Source: an optimization exercise on an open RTL-to-GDS flow (aim: small area, a short achievable clock period and few clock cycles per item). Production flows keep margins and buffers that such runs may drop. At most, simulation tests tie the RTL to the original design; equivalence was not proved.

==> flow/design.v <==
module VECTOR_MODE (
  input  signed [12:0] x,
  output signed [12:0] y
);
  wire signed [22:0] xe = x;
  wire signed [22:0] p  = (xe <<< 9) + (xe <<< 7) - (xe <<< 4) - (xe <<< 1);
  assign y = p[22:10];
endmodule
module ROTATION_MODE (
  input  signed [12:0] in_X,
  input  signed [12:0] in_Y,
  input         [2:0]  k,
  input                sgn,
  output signed [12:0] out_X,
  output signed [12:0] out_Y
);
  wire signed [12:0] ys = in_Y >>> k;
  wire signed [12:0] xs = in_X >>> k;
  assign out_X = in_X + (ys ^ {13{~sgn}}) + {12'd0, ~sgn};
  assign out_Y = in_Y + (xs ^ {13{sgn}})  + {12'd0, sgn};
endmodule
module QR_CORDIC (
    input          clk,
    input          rst_n,
    input          valid,
    output         out_vallid,
    input  [51:0]  in,
    output [51:0]  out
);
reg [3:0] loaded;    
reg       acc;       
reg [3:0] k;         
reg [3:0] s;         
reg       done0;     
reg [1:0] wcnt;      
reg       outst;     
reg [2:0] ocnt;
wire ld     = valid & acc;
wire ld_first  = ld & (loaded == 4'd0);
wire ld_second = ld & (loaded == 4'd1);
wire ld_rest   = ld & (loaded[3:1] != 3'd0);
wire outrot = outst;
assign out_vallid = outst;
wire [3:0] loaded_n = loaded + {3'd0, ld};
wire issue = ~done0 & ((s != 4'd1) | ((k == 4'd0) ? (loaded_n >= 4'd2) :
                                       (k == 4'd7) ? loaded_n[3] : 1'b1));
wire last_out = outst & (ocnt == 3'd7);
wire [3:0] act0;
assign act0[0] = (s >= 4'd1) & (s <= 4'd7);
assign act0[1] = (s >= 4'd3) & (s <= 4'd8);
assign act0[2] = (s >= 4'd5) & (s <= 4'd9);
assign act0[3] = (s >= 4'd7) & (s <= 4'd10);
reg  [9:0] ctl0, ctl1, ctl2, ctl3;
wire [9:0] ctl0_n = (issue & ~last_out) ? {k == 4'd7, ~k[3], k[3], k[2:0], act0} : 10'd0;
always @(posedge clk or negedge rst_n) begin
  if (!rst_n) begin
    loaded <= 4'd0;
    acc    <= 1'b1;
    k      <= 4'd0;
    s      <= 4'd1;
    done0  <= 1'b0;
    wcnt   <= 2'd0;
    outst  <= 1'b0;
    ocnt   <= 3'd0;
    ctl0   <= 10'd0;
    ctl1   <= 10'd0;
    ctl2   <= 10'd0;
    ctl3   <= 10'd0;
  end else begin
    ctl1 <= ctl0;
    ctl2 <= ctl1;
    ctl3 <= ctl2;
    if (last_out) begin
      loaded <= 4'd0;
      acc    <= 1'b1;
      k      <= 4'd0;
      s      <= 4'd1;
      done0  <= 1'b0;
      wcnt   <= 2'd0;
      outst  <= 1'b0;
      ocnt   <= 3'd0;
      ctl0   <= 10'd0;
    end else begin
      loaded <= loaded_n;
      if (ld & (loaded == 4'd7)) acc <= 1'b0;
      ctl0 <= ctl0_n;
      if (issue) begin
        if (k == 4'd8) begin
          k <= 4'd0;
          s <= s + 4'd1;
          if (s == 4'd10) done0 <= 1'b1;
        end else begin
          k <= k + 4'd1;
        end
      end
      if (done0 & ~outst) begin
        wcnt <= wcnt + 2'd1;
        if (wcnt == 2'd3) outst <= 1'b1;
      end
      if (outst) ocnt <= ocnt + 3'd1;
    end
  end
end
wire [39:0] ctl = {ctl3, ctl2, ctl1, ctl0};
wire [39:0] ctl_n = {ctl2, ctl1, ctl0, ctl0_n};
wire [415:0] R;
wire [207:0] BX, BY;
wire [51:0] SX, SY;
wire [3:0] sgnv;
reg  [2:0] sd0;
reg  [1:0] sd1;
reg        sd2;
always @(posedge clk) begin
  sd0 <= {sd0[1:0], sgnv[0]};
  sd1 <= {sd1[0], sgnv[1]};
  sd2 <= sgnv[2];
end
genvar c, j, p;
generate
  for (j = 0; j < 4; j = j + 1) begin : g_stage
    wire [12:0] vx = R[(8*j + 2*j) * 13 +: 13];
    wire [12:0] vy = R[(8*j + ((2*j + 7) % 8)) * 13 +: 13];
    assign sgnv[j] = vx[12] ^ vy[12];
    wire [12:0] mx = ({13{ctl[ 9]}} & BX[(4*0 + j) * 13 +: 13])
                   | ({13{ctl[19]}} & BX[(4*1 + j) * 13 +: 13])
                   | ({13{ctl[29]}} & BX[(4*2 + j) * 13 +: 13])
                   | ({13{ctl[39]}} & BX[(4*3 + j) * 13 +: 13]);
    wire [12:0] my = ({13{ctl[ 9]}} & BY[(4*0 + j) * 13 +: 13])
                   | ({13{ctl[19]}} & BY[(4*1 + j) * 13 +: 13])
                   | ({13{ctl[29]}} & BY[(4*2 + j) * 13 +: 13])
                   | ({13{ctl[39]}} & BY[(4*3 + j) * 13 +: 13]);
    reg [12:0] sxin, syin;
    always @(posedge clk) begin
      sxin <= mx;
      syin <= my;
    end
    VECTOR_MODE u_sx (.x(sxin), .y(SX[j*13 +: 13]));
    VECTOR_MODE u_sy (.x(syin), .y(SY[j*13 +: 13]));
  end
  for (c = 0; c < 4; c = c + 1) begin : g_col
    wire       step = ctl[c*10 + 8];
    wire       rot  = ctl[c*10 + 7];
    wire [3:0] act  = ctl[c*10 +: 4];
    for (j = 0; j < 4; j = j + 1) begin : g_cell
      if (j <= c) begin : g_on
        wire sg;
        if (c == j)          assign sg = sgnv[j];
        else if (j == 0)     assign sg = sd0[c-1];
        else if (j == 1)     assign sg = sd1[c-2];
        else                 assign sg = sd2;
        reg [2:0] ksh;
        always @(posedge clk) ksh <= ctl_n[c*10 + 4 +: 3] & {3{ctl_n[c*10 + j]}};
        ROTATION_MODE u_bf (
          .in_X  (R[(8*c + 2*j) * 13 +: 13]),
          .in_Y  (R[(8*c + ((2*j + 7) % 8)) * 13 +: 13]),
          .k     (ksh),
          .sgn   (sg),
          .out_X (BX[(4*c + j) * 13 +: 13]),
          .out_Y (BY[(4*c + j) * 13 +: 13])
        );
      end else begin : g_off
        assign BX[(4*c + j) * 13 +: 13] = 13'd0;
        assign BY[(4*c + j) * 13 +: 13] = 13'd0;
      end
    end
    for (p = 0; p < 8; p = p + 1) begin : g_pos
      localparam integer SRC = (p + 7) % 8;        
      localparam integer OWN = p / 2;              
      localparam integer CMP = ((p + 1) % 8) / 2;  
      reg [12:0] q;
      assign R[(8*c + p) * 13 +: 13] = q;
      wire [12:0] prev = R[(8*c + SRC) * 13 +: 13];
      wire [12:0] scl  = (p % 2 == 1) ? SX[OWN*13 +: 13] : SY[OWN*13 +: 13];
      wire [12:0] bfo  = (p % 2 == 0) ? BX[(4*c + CMP) * 13 +: 13] : BY[(4*c + CMP) * 13 +: 13];
      wire own_on = (OWN <= c) && act[OWN];
      wire cmp_on = (CMP <= c) && act[CMP];
      wire wr_in  = (p == 0) ? ld_first : (p == 7) ? ld_second : (p == 1) ? ld_rest : 1'b0;
      wire wr_sh  = (p >= 2 && p <= 6) ? ld_rest : 1'b0;
      always @(posedge clk) begin
        if (wr_in)
          q <= in[13*c +: 13];
        else if (wr_sh | outrot | (rot & ~own_on))
          q <= prev;
        else if (rot)
          q <= scl;
        else if (step & cmp_on)
          q <= bfo;
      end
    end
  end
endgenerate
assign out = {R[(8*3 + 2) * 13 +: 13], R[(8*2 + 2) * 13 +: 13],
              R[(8*1 + 2) * 13 +: 13], R[(8*0 + 2) * 13 +: 13]};
endmodule
clock: 13.0 ns
lec_check: 0
abc_area: 1
cap_margin: 20
core_margin: 2
core_utilization: 55
place_density: 0.7
slew_margin: 20
run.sh (not shown) runs the stock make flow with config.mk's settings and CLKGATE_MAP_FILE= SYNTH_SCRIPT=/design/flow/synth_recipe.tcl, a recipe that flattens the netlist after the stock synthesis.
==> next run, changes <==
--- a/flow/design.v
+++ b/flow/design.v
@@ -29,13 +29,16 @@
 );
 reg [3:0] loaded;    
 reg       acc;       
+reg [2:0] taken;     
+reg       vin;       
+reg [51:0] in_r;     
 reg [3:0] k;         
 reg [3:0] s;         
 reg       done0;     
 reg [1:0] wcnt;      
 reg       outst;     
 reg [2:0] ocnt;
-wire ld     = valid & acc;
+wire ld     = vin;
 wire ld_first  = ld & (loaded == 4'd0);
 wire ld_second = ld & (loaded == 4'd1);
 wire ld_rest   = ld & (loaded[3:1] != 3'd0);
@@ -56,6 +59,8 @@
   if (!rst_n) begin
     loaded <= 4'd0;
     acc    <= 1'b1;
+    taken  <= 3'd0;
+    vin    <= 1'b0;
     k      <= 4'd0;
     s      <= 4'd1;
     done0  <= 1'b0;
@@ -73,6 +78,8 @@
     if (last_out) begin
       loaded <= 4'd0;
       acc    <= 1'b1;
+      taken  <= 3'd0;
+      vin    <= 1'b0;
       k      <= 4'd0;
       s      <= 4'd1;
       done0  <= 1'b0;
@@ -82,7 +89,11 @@
       ctl0   <= 10'd0;
     end else begin
       loaded <= loaded_n;
-      if (ld & (loaded == 4'd7)) acc <= 1'b0;
+      vin <= valid & acc;
+      if (valid & acc) begin
+        taken <= taken + 3'd1;
+        if (taken == 3'd7) acc <= 1'b0;
+      end
       ctl0 <= ctl0_n;
       if (issue) begin
         if (k == 4'd8) begin
@@ -95,13 +106,14 @@
       end
       if (done0 & ~outst) begin
         wcnt <= wcnt + 2'd1;
-        if (wcnt == 2'd3) outst <= 1'b1;
+        if (wcnt == 2'd2) outst <= 1'b1;
       end
       if (outst) ocnt <= ocnt + 3'd1;
     end
   end
 end
 wire [39:0] ctl = {ctl3, ctl2, ctl1, ctl0};
+always @(posedge clk) in_r <= in;
 wire [39:0] ctl_n = {ctl2, ctl1, ctl0, ctl0_n};
 wire [415:0] R;
 wire [207:0] BX, BY;
@@ -178,8 +190,8 @@
       wire wr_sh  = (p >= 2 && p <= 6) ? ld_rest : 1'b0;
       always @(posedge clk) begin
         if (wr_in)
-          q <= in[13*c +: 13];
-        else if (wr_sh | outrot | (rot & ~own_on))
+          q <= in_r[13*c +: 13];
+        else if (wr_sh | (outrot & ~rot) | (rot & ~own_on))
           q <= prev;
         else if (rot)
           q <= scl;
@@ -189,6 +201,6 @@
     end
   end
 endgenerate
-assign out = {R[(8*3 + 2) * 13 +: 13], R[(8*2 + 2) * 13 +: 13],
+assign out = {R[(8*3 + 1) * 13 +: 13], R[(8*2 + 2) * 13 +: 13],
               R[(8*1 + 2) * 13 +: 13], R[(8*0 + 2) * 13 +: 13]};
 endmodule
Register-to-register slack gets better by 190 ps.
Routed wire length is higher by 3.3%.
Hold slack gets worse by 6.1 ps.
Via count is higher by 1.9%.
Synthesized cell count is higher by 1.5%.
Die area is higher by 2.0%.
Global-route usage is higher by 0.53 points.
Core utilization is higher by 0.32 points.
Sequential share of layout area is higher by 1.1 points.
Testbench counts after the change, summed over its fixed seeds: cycles 32,960, items 320.
The RTL of the first run of this note was laid out without a check of its function.

## static timing again, ports no longer ideal
How much do the figures lean on ideal ports? The routed layouts below were timed once more, with nothing changed but the port constraints. Step 1 (the two cells are an assumption about what drives the block):
set clk [get_ports {clk}]
set_driving_cell -lib_cell sky130_fd_sc_hd__clkbuf_16 $clk
set_driving_cell -lib_cell sky130_fd_sc_hd__buf_2 [delete_from_list [all_inputs] $clk]
Step 2 also shifts input and output timing later by t, the mid clock arrival at the registers, as if the neighbouring blocks saw the same clock. Slacks: ideal ports / drivers / drivers and shift; pairs: ideal ports / drivers.
| run | t (ns) | setup slack, ns | hold slack, ns |
|---|---|---|---|
| the first run | 0.748 | 7.437 / 7.486 / 6.738 | 0.360 / 0.360 / 0.360 |
| the second run | 0.776 | 8.276 / 8.195 / 8.290 | 0.354 / 0.354 / 0.354 |
After both steps every run listed still meets setup and hold. The setup slack of the first run, which loses most, moves by +0.049 ns with the drivers and by -0.699 ns with both steps.
